From an optimization exercise on the open Yosys and OpenROAD flow, aimed at small area and a short achievable clock period; shortcuts taken in it are not production practice.
Only simulation tests tie the RTL to the original design; equivalence was not proved.
Power figures rest on the tool's default switching activity, not on a simulated workload.

v41:
## pipeline
module pipeline(
  input  clk, rst_n,
  input  [31:0] IR ,   
  input  [31:0] D_IN,   
  output [31:0] D_OUT,  
  output [10:0] I_ADDR,
  output [10:0] D_ADDR, 
  output reg im_oen,
  output reg dm_oen,
  output reg dm_wen,
  output reg halt
);
  integer k;
  reg  [31:0] PC, PC_1;
  reg  [31:0] ins;                  
  reg         iv;                   
  reg         flush_ID;             
  reg  [31:1] asel, bsel;           
  reg         HA, HB;               
  reg         WHB;                  
  reg  [31:0] EX_R;                 
  reg  [31:0] EX_T;                 
  reg  [4:0]  EX_DA;
  reg         EX_RW;                
  reg         EX_LD;                
  reg         EX_TAKE;              
  reg         EX_FL;                
  wire [31:0] RES     = EX_LD ? D_IN : EX_R;    
  reg  [31:0] PC_INC, ia;
  integer d;
  always @(*) begin
    ia = PC;
    for (d = 1; d < 32; d = d * 2)
      for (k = 2*d - 1; k < 32; k = k + 2*d)
        ia[k] = ia[k] & ia[k-d];
    for (d = 8; d >= 1; d = d / 2)
      for (k = 3*d - 1; k < 32; k = k + 2*d)
        ia[k] = ia[k] & ia[k-d];
    PC_INC = PC ^ {ia[30:0], 1'b1};
  end
  wire [31:0] PC_NEXT = EX_TAKE ? EX_T : PC_INC;
  reg  [31:0] rf [1:31];
  wire [31:0] rf_nxt [1:31];
  genvar gi, gb;
  generate
    for (gi = 1; gi < 32; gi = gi + 1) begin : w
      wire we = EX_RW && EX_DA == gi;
      wire l = rst_n & we, h = rst_n & ~we;
      for (gb = 0; gb < 32; gb = gb + 1) begin : b
        reg_next RN(.l(l), .h(h), .d(RES[gb]), .q(rf[gi][gb]),
                    .o(rf_nxt[gi][gb]));
      end
    end
  endgenerate
  always @(posedge clk)
    for (k = 1; k < 32; k = k + 1)
      rf[k] <= rf_nxt[k];
  wire ID_RW, ID_LD, ID_SLT, ID_ST, MA, MB, CS, ID_BR, ID_BZ, ID_BNZ,
       ID_JMP, ID_JMR;
  ...
==> flow/config.mk <==
export PLATFORM = sky130hd
export DESIGN_NAME = pipeline
export DESIGN_NICKNAME = pipeline
export VERILOG_FILES = /design/flow/design.v
export SDC_FILE = /design/flow/constraint.sdc
export NUM_CORES = 4
export LEC_CHECK = 0
export CAP_MARGIN = 10
export CORE_MARGIN = 2
export CORE_UTILIZATION = 42
export CTS_CLUSTER_DIAMETER = 90
export CTS_CLUSTER_SIZE = 25
export GPL_ROUTABILITY_DRIVEN = 1
export PLACE_DENSITY = 0.52
export SETUP_SLACK_MARGIN = 5
export SLEW_MARGIN = 10
export SYNTH_HIERARCHICAL = 1
export SYNTH_MINIMUM_KEEP_SIZE = 1
==> flow/constraint.sdc <==
create_clock -name core_clock -period 12.0 [get_ports {clk}]
set_input_delay 2.4000 -clock core_clock [delete_from_list [all_inputs] [get_ports {clk}]]
set_output_delay 2.4000 -clock core_clock [all_outputs]
set_load 0.01 [all_outputs]
standard.sh (not shown) runs the stock make flow with config.mk's settings and CLKGATE_MAP_FILE= SYNTH_SCRIPT=/design/flow/synth_recipe.tcl, a recipe that flattens the netlist after the stock synthesis.
==> flow/flow/run.sh <==
#!/bin/bash
set -euo pipefail
bash standard.sh \
  SETUP_SLACK_MARGIN=7.1 \
  "BUFFER_PORTS_ARGS=-buffer_cell sky130_fd_sc_hd__buf_2" \
  "CTS_ARGS=-sink_clustering_enable -repair_clock_nets -sink_clustering_size 25 -sink_clustering_max_diameter 90 -dont_use_dummy_load" \
  finish > standard_flow.log 2>&1
v41: full flow OK, the timing, DRC and antenna checks passed
Inputs modified between v41 and v4:
-- flow/flow/run.sh --
<<< v41, line 3
bash standard.sh \
  SETUP_SLACK_MARGIN=7.1 \
  "BUFFER_PORTS_ARGS=-buffer_cell sky130_fd_sc_hd__buf_2" \
>>> v4, line 3
bash standard.sh \
  SETUP_SLACK_MARGIN=6.5 \
  "BUFFER_PORTS_ARGS=-buffer_cell sky130_fd_sc_hd__buf_2" \
- v4 ran to completion and came out clean on the timing, DRC and antenna checks.
- Of v4 and v41, the lower share of total power in sequential cells belongs to v41.
- Capturing instance or port of the critical path = D_ADDR[10]: v41; capturing instance or port of the critical path = D_ADDR[6]: v4
- v4 vs v41 — wire length per cell after detailed routing rose 0.46%.
- v4 vs. v41: maximum level of the CTS H-tree ~0 delta; non-clock buffer count now sits lower; routability congestion estimate saw a decrease.
### v4 -> v22
-- flow/flow/run.sh --
<<< v4, line 3
bash standard.sh \
  SETUP_SLACK_MARGIN=6.5 \
  "BUFFER_PORTS_ARGS=-buffer_cell sky130_fd_sc_hd__buf_2" \
>>> v22, line 3
bash standard.sh \
  SETUP_SLACK_MARGIN=7.3 \
  "BUFFER_PORTS_ARGS=-buffer_cell sky130_fd_sc_hd__buf_2" \
## What came out
Cmp v4 and v22 / antenna diode instance count / lower: v4. v22 reports its category of the critical setup timing path as primary input to output pin while v4 reports register to output pin. v22: proportion of cell area occupied by registers lower than v4. The number of filler instances in the final layout reported for v22 is smaller than that of v4 by 106.

* * *

pipeline, a different RTL version from the one above (not shown whole).
Size in the first run: roughly 5,600 cells after synthesis, roughly 56,000 sq um of cells after synthesis.
==> flow/design.v (excerpt) <==
module pipeline(
  input  clk, rst_n,
  input  [31:0] IR ,   
  input  [31:0] D_IN,   
  output [31:0] D_OUT,  
  output [10:0] I_ADDR,
  output [10:0] D_ADDR, 
  output reg im_oen,
  output reg dm_oen,
  output reg dm_wen,
  output reg halt
);
==> flow/config.mk <==
export PLATFORM = sky130hd
export DESIGN_NAME = pipeline
export DESIGN_NICKNAME = pipeline
export VERILOG_FILES = /design/flow/design.v
export SDC_FILE = /design/flow/constraint.sdc
export NUM_CORES = 4
export LEC_CHECK = 0
export CAP_MARGIN = 10
export CORE_MARGIN = 2
export CORE_UTILIZATION = 42
export CTS_CLUSTER_DIAMETER = 90
export CTS_CLUSTER_SIZE = 25
export GPL_ROUTABILITY_DRIVEN = 1
export PLACE_DENSITY = 0.52
export SETUP_SLACK_MARGIN = 5
export SLEW_MARGIN = 10
export SYNTH_HIERARCHICAL = 1
export SYNTH_MINIMUM_KEEP_SIZE = 1
==> flow/constraint.sdc <==
create_clock -name core_clock -period 12.0 [get_ports {clk}]
set_input_delay 2.4000 -clock core_clock [delete_from_list [all_inputs] [get_ports {clk}]]
set_output_delay 2.4000 -clock core_clock [all_outputs]
set_load 0.01 [all_outputs]
==> flow/flow/run.sh <==
#!/bin/bash
set -euo pipefail
bash standard.sh \
  SETUP_SLACK_MARGIN=6.5 \
  "BUFFER_PORTS_ARGS=-buffer_cell sky130_fd_sc_hd__buf_2" \
  "CTS_ARGS=-sink_clustering_enable -repair_clock_nets -sink_clustering_size 25 -sink_clustering_max_diameter 90 -dont_use_dummy_load" \
  finish > standard_flow.log 2>&1
The starting point ran to the end with no violations.
Change:
==> flow/flow/run.sh (replaced) <==
#!/bin/bash
set -euo pipefail
bash standard.sh \
  SETUP_SLACK_MARGIN=6.6 \
  "BUFFER_PORTS_ARGS=-buffer_cell sky130_fd_sc_hd__buf_4" \
  "CTS_ARGS=-sink_clustering_enable -repair_clock_nets -sink_clustering_size 25 -sink_clustering_max_diameter 90 -dont_use_dummy_load" \
  finish > standard_flow.log 2>&1
- CAP_MARGIN: 10 -> 20
- SLEW_MARGIN: 10 -> 20
Effect: Final area came out higher by about 0.7%. Power came out higher by 0.31%. Sequential share of layout area came out lower by 0.27 points. Global-route usage came out higher by 0.52 points. Register-to-register slack improves by 50 ps. Routed wire length came out higher by 1.6%.

* * *

Setup of zinc:
Another version of the RTL of pipeline (not shown whole).
For scale: about 5,600 cells after synthesis, ~120 I/O pins.
==> flow/config.mk <==
export PLATFORM = sky130hd
export DESIGN_NAME = pipeline
export DESIGN_NICKNAME = pipeline
export VERILOG_FILES = /design/flow/design.v
export SDC_FILE = /design/flow/constraint.sdc
export NUM_CORES = 4
export LEC_CHECK = 0
export CAP_MARGIN = 10
export CORE_MARGIN = 2
export CORE_UTILIZATION = 42
export CTS_CLUSTER_DIAMETER = 90
export CTS_CLUSTER_SIZE = 25
export GPL_ROUTABILITY_DRIVEN = 1
export PLACE_DENSITY = 0.52
export SETUP_SLACK_MARGIN = 5
export SLEW_MARGIN = 10
export SYNTH_HIERARCHICAL = 1
export SYNTH_MINIMUM_KEEP_SIZE = 1
==> flow/constraint.sdc <==
create_clock -name core_clock -period 12.0 [get_ports {clk}]
set_input_delay 2.4000 -clock core_clock [delete_from_list [all_inputs] [get_ports {clk}]]
set_output_delay 2.4000 -clock core_clock [all_outputs]
set_load 0.01 [all_outputs]
==> flow/flow/run.sh <==
#!/bin/bash
set -euo pipefail
bash standard.sh \
  SETUP_SLACK_MARGIN=6.6 \
  "BUFFER_PORTS_ARGS=-buffer_cell sky130_fd_sc_hd__buf_2" \
  "CTS_ARGS=-sink_clustering_enable -repair_clock_nets -sink_clustering_size 25 -sink_clustering_max_diameter 90 -dont_use_dummy_load" \
  finish > standard_flow.log 2>&1
zinc finished every step from synthesis to the final layout, and the layout passed the timing, DRC and antenna checks.
#### Input delta (harbor over zinc)
Settings: a change of SLEW_MARGIN from 10 to 20; a change of PLACE_DENSITY from 0.52 to 0.6; a change of CAP_MARGIN from 10 to 20; a change of CORE_UTILIZATION from 42 to 48.
-- flow/flow/run.sh --
<<< zinc, line 5
  "BUFFER_PORTS_ARGS=-buffer_cell sky130_fd_sc_hd__buf_2" \
>>> harbor, line 5
  "BUFFER_PORTS_ARGS=-buffer_cell sky130_fd_sc_hd__buf_4" \
## What came out
Compared harbor vs zinc, and global-route met2 utilization is up in harbor.
harbor vs zinc, capture point of the critical path: D_ADDR[7] vs D_ADDR[8]
On register share of the cell area, zinc and harbor are neck and neck.
On part of the power in combinational logic, zinc and harbor are basically level.
[compare] base=zinc new=harbor: largest net degree at the start of global routing has increased; critical path depth was more or less identical; power -0.81%.
Relative to harbor, the following input files were edited for lagoon:
Settings: CAP_MARGIN changed from 20 to 10; SLEW_MARGIN changed from 20 to 10.
-- flow/flow/run.sh --
<<< harbor, line 4
  SETUP_SLACK_MARGIN=6.6 \
  "BUFFER_PORTS_ARGS=-buffer_cell sky130_fd_sc_hd__buf_4" \
>>> lagoon, line 4
  SETUP_SLACK_MARGIN=6.5 \
  "BUFFER_PORTS_ARGS=-buffer_cell sky130_fd_sc_hd__buf_2" \
Notes after the runs:
lagoon has completed all stages; timing, DRC and antenna checks passed.
From harbor to lagoon the numbers moved as follows: relative slew slack moved down, multi-input combinational area share now sits higher, number of cell instances on the worst register-to-register path now larger, met2 routed wirelength decreased about 1.2%, pin slew with the least headroom to its limit shows an increase of 0.030 ns.
For ember, these inputs were changed with respect to lagoon:
Settings: a change of PLACE_DENSITY from 0.6 to 0.52; a change of CORE_UTILIZATION from 48 to 42.
-- flow/flow/run.sh --
<<< lagoon, line 4
  SETUP_SLACK_MARGIN=6.5 \
>>> ember, line 4
  SETUP_SLACK_MARGIN=6.8 \
## What came out
Cmp ember vs lagoon: worst hold slack lower in ember. Post-layout worst setup margin in ember is 0.13 ns higher than in lagoon. Die width delta for ember relative to lagoon: 6.8% higher. ember reached the end of the flow, and the finished layout is clean on the timing, DRC and antenna checks. Comparing the two runs side by side, ember comes out ahead of lagoon on via count. ember vs lagoon — final net count rose 46. Post-route core utilization in ember is 5.7 points below lagoon.
#### Input delta (nickel over ember)
Settings: swapping 10 for 20 in CAP_MARGIN; swapping 42 for 35 in CORE_UTILIZATION; swapping 0.52 for 0.45 in PLACE_DENSITY; swapping 10 for 20 in SLEW_MARGIN.
-- flow/flow/run.sh --
<<< ember, line 4
  SETUP_SLACK_MARGIN=6.8 \
  "BUFFER_PORTS_ARGS=-buffer_cell sky130_fd_sc_hd__buf_2" \
>>> nickel, line 4
  SETUP_SLACK_MARGIN=6.6 \
  "BUFFER_PORTS_ARGS=-buffer_cell sky130_fd_sc_hd__buf_4" \
==> comparison <==
nickel has completed all stages; timing, DRC and antenna checks passed. On global-route wire length before repair, the higher figure sits with nickel, not ember. ember and nickel ended up with nearly the same number of multi-input combinational cells. nickel ended up with a higher average wire per standard cell than ember did. Re number of buffers outside the clock class in the layout: nickel is 5 up on ember. A worst setup path endpoint of D_ADDR[7] is what nickel shows, while D_ADDR[2] belongs to ember. The share of total power consumed by net switching on ember is in line with that on nickel.

[afterwards: timing with drivers on the ports]
The results above use ideal ports. As a check the final layouts listed here were re-extracted and re-timed, cells and wires unchanged. Step 1: set_driving_cell puts a clkbuf_16 on clk and a buf_2 on each other input, an assumption about the parent block. Step 2 moves the port delays by t, midway between the first and last clock arrival at a register: inputs arrive t later, outputs are due t later. That takes back most of the time a late clock gives input paths. Slacks: ideal / step 1 / step 2; pairs: ideal / step 1.
run	t, ns	setup slack, ns	hold slack, ns	worst data-port slew with drivers (ns)	cell pins on the clock port's net
v41	0.794	6.718 / 6.628 / 6.438	0.423 / 0.423 / 0.423	0.16	1
v4	0.800	6.385 / 6.297 / 6.342	0.397 / 0.397 / 0.397	0.16	1
v22	0.798	6.765 / 6.683 / 6.337	0.441 / 0.441 / 0.441	0.14	1
the first run of note 2	0.792	6.378 / 6.293 / 6.198	0.390 / 0.390 / 0.390	0.18	1
the second run of note 2	0.786	6.558 / 6.473 / 6.042	0.359 / 0.359 / 0.359	0.11	1
zinc	0.790	6.553 / 6.463 / 6.228	0.415 / 0.415 / 0.415	0.06	1
harbor	0.791	6.516 / 6.435 / 6.197	0.414 / 0.414 / 0.414	0.10	1
lagoon	0.792	6.457 / 6.370 / 6.132	0.395 / 0.395 / 0.395	0.15	1
ember	0.798	6.590 / 6.502 / 6.081	0.383 / 0.383 / 0.383	0.13	1
nickel	0.790	6.533 / 6.445 / 6.043	0.416 / 0.416 / 0.416	0.14	1
After both steps every run listed still meets setup and hold. For the second run of note 2, which loses most, drivers alone change the setup slack by -0.085 ns; drivers and shift together by -0.516 ns.
